Source: an optimization exercise on an open RTL-to-GDS flow (aim: small area and a short achievable clock period). Production flows keep margins and buffers that such runs may drop.
Function was checked by simulation only, so behaviour that the tests miss may differ from the original.
Power and IR drop assume default switching activity.

==> flow/design.v (excerpt) <==
module fifo_sync #(
    parameter DATA_WIDTH          = 32,
    parameter DEPTH               = 16,
    parameter ADDR_WIDTH          = $clog2(DEPTH),
    parameter ALMOST_FULL_THRESH  = DEPTH - 2,
    parameter ALMOST_EMPTY_THRESH = 2
) (
    input  wire                    clk,
    input  wire                    rst_n,
    input  wire                    wr_en,
    input  wire [DATA_WIDTH-1:0]   wr_data,
    output reg                     full,
    output reg                     almost_full,
    output reg                     overflow,
    input  wire                    rd_en,
    output reg  [DATA_WIDTH-1:0]   rd_data,
    output reg                     empty,
    output reg                     almost_empty,
    output reg                     underflow,
    output reg  [ADDR_WIDTH:0]     data_count,
    output reg  [ADDR_WIDTH:0]     peak_count
);
    reg [DATA_WIDTH-1:0] mem [0:DEPTH-1];
    reg [ADDR_WIDTH-1:0] wr_ptr;      
    reg [DEPTH-1:0]      rd_sel;      
    wire do_write = wr_en & ~full;
    wire do_read  = rd_en & ~empty;
    wire inc      = do_write & ~do_read;
    wire dec      = do_read & ~do_write;
    integer i;
    always @(posedge clk) begin
        for (i = 0; i < DEPTH; i = i + 1)
            if (!full && wr_ptr == i)
                mem[i] <= wr_data;
    end
    reg [DATA_WIDTH-1:0] rd_next;
    always @(*) begin
        rd_next = rd_data & {DATA_WIDTH{~do_read}};
        for (i = 0; i < DEPTH; i = i + 1)
            rd_next = rd_next | (mem[i] & {DATA_WIDTH{rd_sel[i] & do_read}});
    end
    always @(posedge clk) begin
        if (!rst_n) begin
  ...
export LEC_CHECK = 0
export CAP_MARGIN = 20
export CORE_MARGIN = 2
export CORE_UTILIZATION = 60
export CTS_CLUSTER_DIAMETER = 100
export CTS_CLUSTER_SIZE = 25
export HOLD_SLACK_MARGIN = 0.05
export PLACE_DENSITY = 0.75
export SETUP_SLACK_MARGIN = 1.4
export SLEW_MARGIN = 20
create_clock -name core_clock -period 3.2 [get_ports {clk}]
standard.sh (not shown) runs the stock make flow with config.mk's settings and CLKGATE_MAP_FILE= SYNTH_SCRIPT=/design/flow/synth_recipe.tcl, a recipe that flattens the netlist after the stock synthesis.
==> flow/flow/run.sh <==
#!/bin/bash
# Standard ORFS layout, with the port buffers made from plain buffers
# (sky130_fd_sc_hd__buf_2) instead of the default choice.
set -euo pipefail
export BUFFER_PORTS_ARGS="-buffer_cell sky130_fd_sc_hd__buf_2"
bash standard.sh > standard.log 2>&1
Then changed:
CORE_UTILIZATION = 65   (was 60)
HOLD_SLACK_MARGIN = unset   (was 0.05)
PLACE_DENSITY = 0.85   (was 0.75)
The changed run completed with no timing, DRC or antenna violations.
Power went up slightly.
Wire length went up slightly.
Cell count went down slightly.
Design area went up slightly.
Register-to-register slack degrades by 0.04 ns.
Via count went up by a few percent.
Then changed:
CTS_CLUSTER_SIZE = 30   (was 25)
PLACE_DENSITY = 0.75   (was 0.85)
After rerunning: Utilization falls by 0.54 points; routed wire length falls by about 2.7%; setup slack improves by 0.038 ns; final area falls by about 0.7%; non-clock buffer count falls by 8; via count falls by 4.5%; total power falls by 2.3%; clock-buffer cell count falls by 9; synthesized cell count does not change; critical path depth is unchanged; combinational power falls by 5.2%.

* * *

The RTL this note starts from:
==> flow/design.v <==
`timescale 1ns / 1ps
module fifo_sync #(
    parameter DATA_WIDTH          = 32,
    parameter DEPTH               = 16,
    parameter ADDR_WIDTH          = $clog2(DEPTH),
    parameter ALMOST_FULL_THRESH  = DEPTH - 2,
    parameter ALMOST_EMPTY_THRESH = 2
) (
    input  wire                    clk,
    input  wire                    rst_n,
    input  wire                    wr_en,
    input  wire [DATA_WIDTH-1:0]   wr_data,
    output reg                     full,
    output reg                     almost_full,
    output reg                     overflow,
    input  wire                    rd_en,
    output reg  [DATA_WIDTH-1:0]   rd_data,
    output reg                     empty,
    output reg                     almost_empty,
    output reg                     underflow,
    output reg  [ADDR_WIDTH:0]     data_count,
    output reg  [ADDR_WIDTH:0]     peak_count
);
    reg [DATA_WIDTH-1:0] mem [0:DEPTH-1];
    reg [ADDR_WIDTH-1:0] wr_ptr;      
    reg [DEPTH-1:0]      rd_sel;      
    reg [ADDR_WIDTH:0]   cnt_n;
    reg                  full_n;
    reg                  empty_n;
    wire [ADDR_WIDTH:0]  cnt = ~cnt_n;
    wire do_write = wr_en & full_n;
    wire do_read  = rd_en & empty_n;
    wire inc      = do_write & ~do_read;
    wire dec      = do_read & ~do_write;
    integer i;
    always @(posedge clk) begin
        for (i = 0; i < DEPTH; i = i + 1)
            if (full_n && wr_ptr == i)
                mem[i] <= wr_data;
    end
    reg [DATA_WIDTH-1:0] rd_word;
    always @(*) begin
        rd_word = {DATA_WIDTH{1'b0}};
        for (i = 0; i < DEPTH; i = i + 1)
            rd_word = rd_word | (mem[i] & {DATA_WIDTH{rd_sel[i]}});
    end
    always @(posedge clk) begin
        if (!rst_n) begin
            wr_ptr  <= {ADDR_WIDTH{1'b0}};
            rd_sel  <= {{(DEPTH-1){1'b0}}, 1'b1};
            rd_data <= {DATA_WIDTH{1'b0}};
        end else begin
            if (do_write) wr_ptr <= wr_ptr + 1'b1;
            if (do_read) begin
                rd_sel  <= {rd_sel[DEPTH-2:0], rd_sel[DEPTH-1]};
                rd_data <= rd_word;
            end
        end
    end
    wire [ADDR_WIDTH:0] cnt_up = cnt + 1'b1;
    wire [ADDR_WIDTH:0] cnt_dn = cnt - 1'b1;
    wire peak_hit = (peak_count == cnt);
    always @(posedge clk) begin
        if (!rst_n) begin
            full         <= 1'b0;
            empty        <= 1'b1;
            almost_full  <= 1'b0;
            almost_empty <= 1'b1;
            data_count   <= {(ADDR_WIDTH+1){1'b0}};
            peak_count   <= {(ADDR_WIDTH+1){1'b0}};
            overflow     <= 1'b0;
            underflow    <= 1'b0;
            cnt_n        <= {(ADDR_WIDTH+1){1'b1}};
            full_n       <= 1'b1;
            empty_n      <= 1'b0;
        end else begin
            overflow  <= wr_en & ~full_n;
            underflow <= rd_en & ~empty_n;
            if (inc) begin
                data_count   <= cnt_up;
                cnt_n        <= ~cnt_up;
                full         <= (cnt_up == DEPTH);
                full_n       <= (cnt_up != DEPTH);
                empty        <= 1'b0;
                empty_n      <= 1'b1;
                almost_full  <= (cnt_up >= ALMOST_FULL_THRESH);
                almost_empty <= (cnt_up <= ALMOST_EMPTY_THRESH);
                if (peak_hit) peak_count <= cnt_up;
            end else if (dec) begin
                data_count   <= cnt_dn;
                cnt_n        <= ~cnt_dn;
                full         <= 1'b0;
                full_n       <= 1'b1;
                empty        <= (cnt_dn == 0);
                empty_n      <= (cnt_dn != 0);
                almost_full  <= (cnt_dn >= ALMOST_FULL_THRESH);
                almost_empty <= (cnt_dn <= ALMOST_EMPTY_THRESH);
            end
        end
    end
endmodule
clock: 3.2 ns
lec_check: 0
cap_margin: 20
core_margin: 2
core_utilization: 65
cts_cluster_diameter: 100
cts_cluster_size: 25
place_density: 0.75
setup_slack_margin: 1.4
slew_margin: 20
==> flow/flow/run.sh <==
#!/bin/bash
# Standard ORFS layout, with the port buffers made from plain buffers
# (sky130_fd_sc_hd__buf_4) instead of the default choice.
set -euo pipefail
export BUFFER_PORTS_ARGS="-buffer_cell sky130_fd_sc_hd__buf_4"
bash standard.sh > standard.log 2>&1
Change:
==> flow/flow/run.sh (replaced) <==
#!/bin/bash
# Standard ORFS layout, with the port buffers made from plain buffers
# (sky130_fd_sc_hd__buf_2) instead of the default choice.
set -euo pipefail
export BUFFER_PORTS_ARGS="-buffer_cell sky130_fd_sc_hd__buf_2"
bash standard.sh > standard.log 2>&1
CORE_UTILIZATION = 80   (was 65)
PLACE_DENSITY = 0.85   (was 0.75)
=> Cell area hardly moves; combinational power increases by about 7%; clock-buffer cell count stays the same; sequential power barely changes.

* * *

== job 9150 ==
// fifo_sync: RTL as listed in full above, without the edits since
clock: 3.2 ns
lec_check: 0
cap_margin: 20
core_margin: 2
core_utilization: 40
slew_margin: 20
run.sh (not shown) runs the stock make flow with config.mk's settings and CLKGATE_MAP_FILE= SYNTH_SCRIPT=/design/flow/synth_recipe.tcl, a recipe that flattens the netlist after the stock synthesis.
Stock flow here: none of the scripts above is used.
Every stage of the flow completed for job 9150, and the final layout passed the timing, DRC and antenna checks.
The following lists how job 6669 was set up differently from job 9150:
- a change of CAP_MARGIN from 20 to 5
- an added PLACE_DENSITY of 0.75
- a change of CORE_UTILIZATION from 40 to 65
- an added CTS_CLUSTER_DIAMETER of 100
- an added CTS_CLUSTER_SIZE of 25
- an added SETUP_SLACK_MARGIN of 1.4
- a change of SLEW_MARGIN from 20 to 5
==> flow/flow/run.sh (new file) <==
#!/bin/bash
# Standard ORFS layout, with the port buffers made from plain buffers
# (sky130_fd_sc_hd__buf_2) instead of the default choice.
set -euo pipefail
export BUFFER_PORTS_ARGS="-buffer_cell sky130_fd_sc_hd__buf_2"
bash standard.sh > standard.log 2>&1
==> flow/standard.sh (new file) <==
#!/bin/bash
# synth_recipe.tcl (not shown) runs the flow's synth.tcl, then flattens the netlist and writes it again
# the make line also repeats each setting of config.mk as NAME=value (left out here)
make -C /OpenROAD-flow-scripts/flow DESIGN_CONFIG=/design/flow/config.mk WORK_HOME=/design/flow/orfs CLKGATE_MAP_FILE= SYNTH_SCRIPT=/design/flow/synth_recipe.tcl "${@:-finish}"
removed: flow/run.sh
Findings:
Every stage of the flow completed for job 6669, and the final layout passed the timing, DRC and antenna checks.
Global-route usage in job 6669 is 11 points above job 9150.
Job 9150 → job 6669: number of flops mapped to enable cells by yosys closely matched the old numbers; number of setup buffers added after CTS moved up.
Critical path depth: job 6669 vs job 9150 up 2
Job 6669: wire length on met2 lower than job 9150
A type of the worst min-delay path of in -> reg is what job 6669 shows, while reg -> reg belongs to job 9150.
Compared with job 9150, job 6669 shows a lower worst hold slack.
Per the comparison of job 6669 with job 9150, biggest fanout along the worst timing path went up by 4; share of the final layout cell area in multi-input gates went up by 2.0 points; footprint of the multi-input gates went up by 7.5%.
The following lists how job 2937 was set up differently from job 6669:
- SLEW_MARGIN changed from 5 to 20
- CTS_CLUSTER_SIZE removed (was 25)
- CTS_CLUSTER_DIAMETER removed (was 100)
- CORE_UTILIZATION changed from 65 to 40
- SETUP_SLACK_MARGIN changed from 1.4 to 1.6
- CAP_MARGIN changed from 5 to 20
- PLACE_DENSITY removed (was 0.75)
==> flow/run.sh (new file) <==
#!/bin/bash
# synth_recipe.tcl (not shown) runs the flow's synth.tcl, then flattens the netlist and writes it again
# the make line also repeats each setting of config.mk as NAME=value (left out here)
make -C /OpenROAD-flow-scripts/flow DESIGN_CONFIG=/design/flow/config.mk WORK_HOME=/design/flow/orfs CLKGATE_MAP_FILE= SYNTH_SCRIPT=/design/flow/synth_recipe.tcl finish
removed: flow/flow/run.sh
removed: flow/standard.sh
--- outcome ---
As of job 2937, number of gates resized after cts had risen by more than 100% compared to job 6669.
According to the power report, total power for job 2937 is higher than for job 6669.
Looking at global routing met1 resource utilization, job 2937 sits 15 points lower than job 6669 does.
met3 routed wirelength is higher on job 6669
From job 6669 to job 2937 the numbers moved as follows: net count of the finished layout went up 8.7%, via count of the routed design went up about 4%, area added between synthesis and finish went up 16 points, sequential cell area in the final layout went up 76 µm².
Job 6669 has a lower wire length than job 2937.
Setup slack after placement, job 2937 and job 6669, lower one = job 2937.
## Diff of input files: job 3505 against job 2937
- swapping 40 for 65 in CORE_UTILIZATION
- putting PLACE_DENSITY at 0.75 where nothing was set
- swapping 1.6 for 1.4 in SETUP_SLACK_MARGIN
Notes after the runs:
- Delta (job 3505 minus job 2937): net switching component of the power shrank by 360 µW; total chip power dropped 850 µW; global-route met1 utilization shows an increase of 15 points; standard cell area after detailed placement now sits lower; clock skew moved down.
- The area overhead of the layout relative to synthesis number comes out higher for job 2937 vs job 3505.
The inputs of job 7496 differ from those of job 3505 as listed below.
- PLACE_DENSITY: 0.75 -> unset
- CORE_UTILIZATION: 65 -> 40
- CTS_CLUSTER_SIZE: unset -> 30
- CTS_BUF_LIST: unset -> sky130_fd_sc_hd__clkbuf_8
In job 7496 the global-route usage turned out 11 points lower than in job 3505. Worst setup slack: lower on job 3505. Comparing job 3505 and job 7496, the higher routed via count divided by cell count was measured on job 3505. Job 7496 -> job 3505: number of setup violations in the final report delta 0, exact match. Job 7496 vs. job 3505: worst hold margin saw a decrease; register share of total power saw an increase. Taking job 3505 as the reference point, the share of cells above drive strength 1 of job 7496 rises by 4.1 points. Multi-input gate share of the layout cell area: higher on job 3505. [diff] peak clock frequency supported by timing, job 7496 relative to job 3505: improvement. NOTE: post-placement cell count in job 7496 exceeds that of job 3505.

-- static timing again, ports no longer ideal --
In the flow no input, the clock included, has a driving cell. The finished layouts below were timed again as built, in two steps. Step 1 sets driving cells, clkbuf_16 on the clock port and buf_2 on the other inputs (assumed; they add their load-dependent delay and slew). Step 2 times the ports against the registers' clock, not the clock port: input delays grow and output delays shrink by t, the midpoint of the rising clock arrivals with the driver on. a / b / c = no drivers / after step 1 / after step 2; a / b = the first two.
run | shift t [ns] | slack for setup (ns) | hold WS [ns] | worst setup path after step 2 | pins driven straight from the clock port
the first run of note 1 | 0.621 | 1.412 / 1.357 / 1.037 | 0.307 / 0.275 / 0.489 | input to register | 1
the second run of note 1 | 0.631 | 1.377 / 1.352 / 1.073 | 0.310 / 0.281 / 0.491 | input to register | 1
the third run of note 1 | 0.609 | 1.415 / 1.379 / 1.104 | 0.328 / 0.302 / 0.490 | input to register | 1
the first run of note 2 | 0.620 | 1.390 / 1.338 / 1.131 | 0.291 / 0.267 / 0.463 | input to register | 1
the second run of note 2 | 0.635 | 1.246 / 1.246 / 0.973 | 0.256 / 0.223 / 0.452 | input to register | 1
job 9150 | 0.666 | 0.846 / 0.846 / 0.305 | 0.450 / 0.450 / 0.450 | input to register | 1
job 6669 | 0.633 | 1.432 / 1.393 / 1.071 | 0.273 / 0.241 / 0.464 | input to register | 1
job 2937 | 0.682 | 1.430 / 1.372 / 1.029 | 0.303 / 0.270 / 0.448 | input to register | 1
job 3505 | 0.622 | 1.345 / 1.345 / 0.820 | 0.451 / 0.451 / 0.451 | input to register | 1
job 7496 | 0.718 | 1.390 / 1.334 / 0.782 | 0.445 / 0.445 / 0.445 | input to register | 1
After both steps setup and hold are still met in every run listed. For job 7496, which loses most, drivers alone change the setup slack by -0.056 ns; drivers and shift together by -0.608 ns.
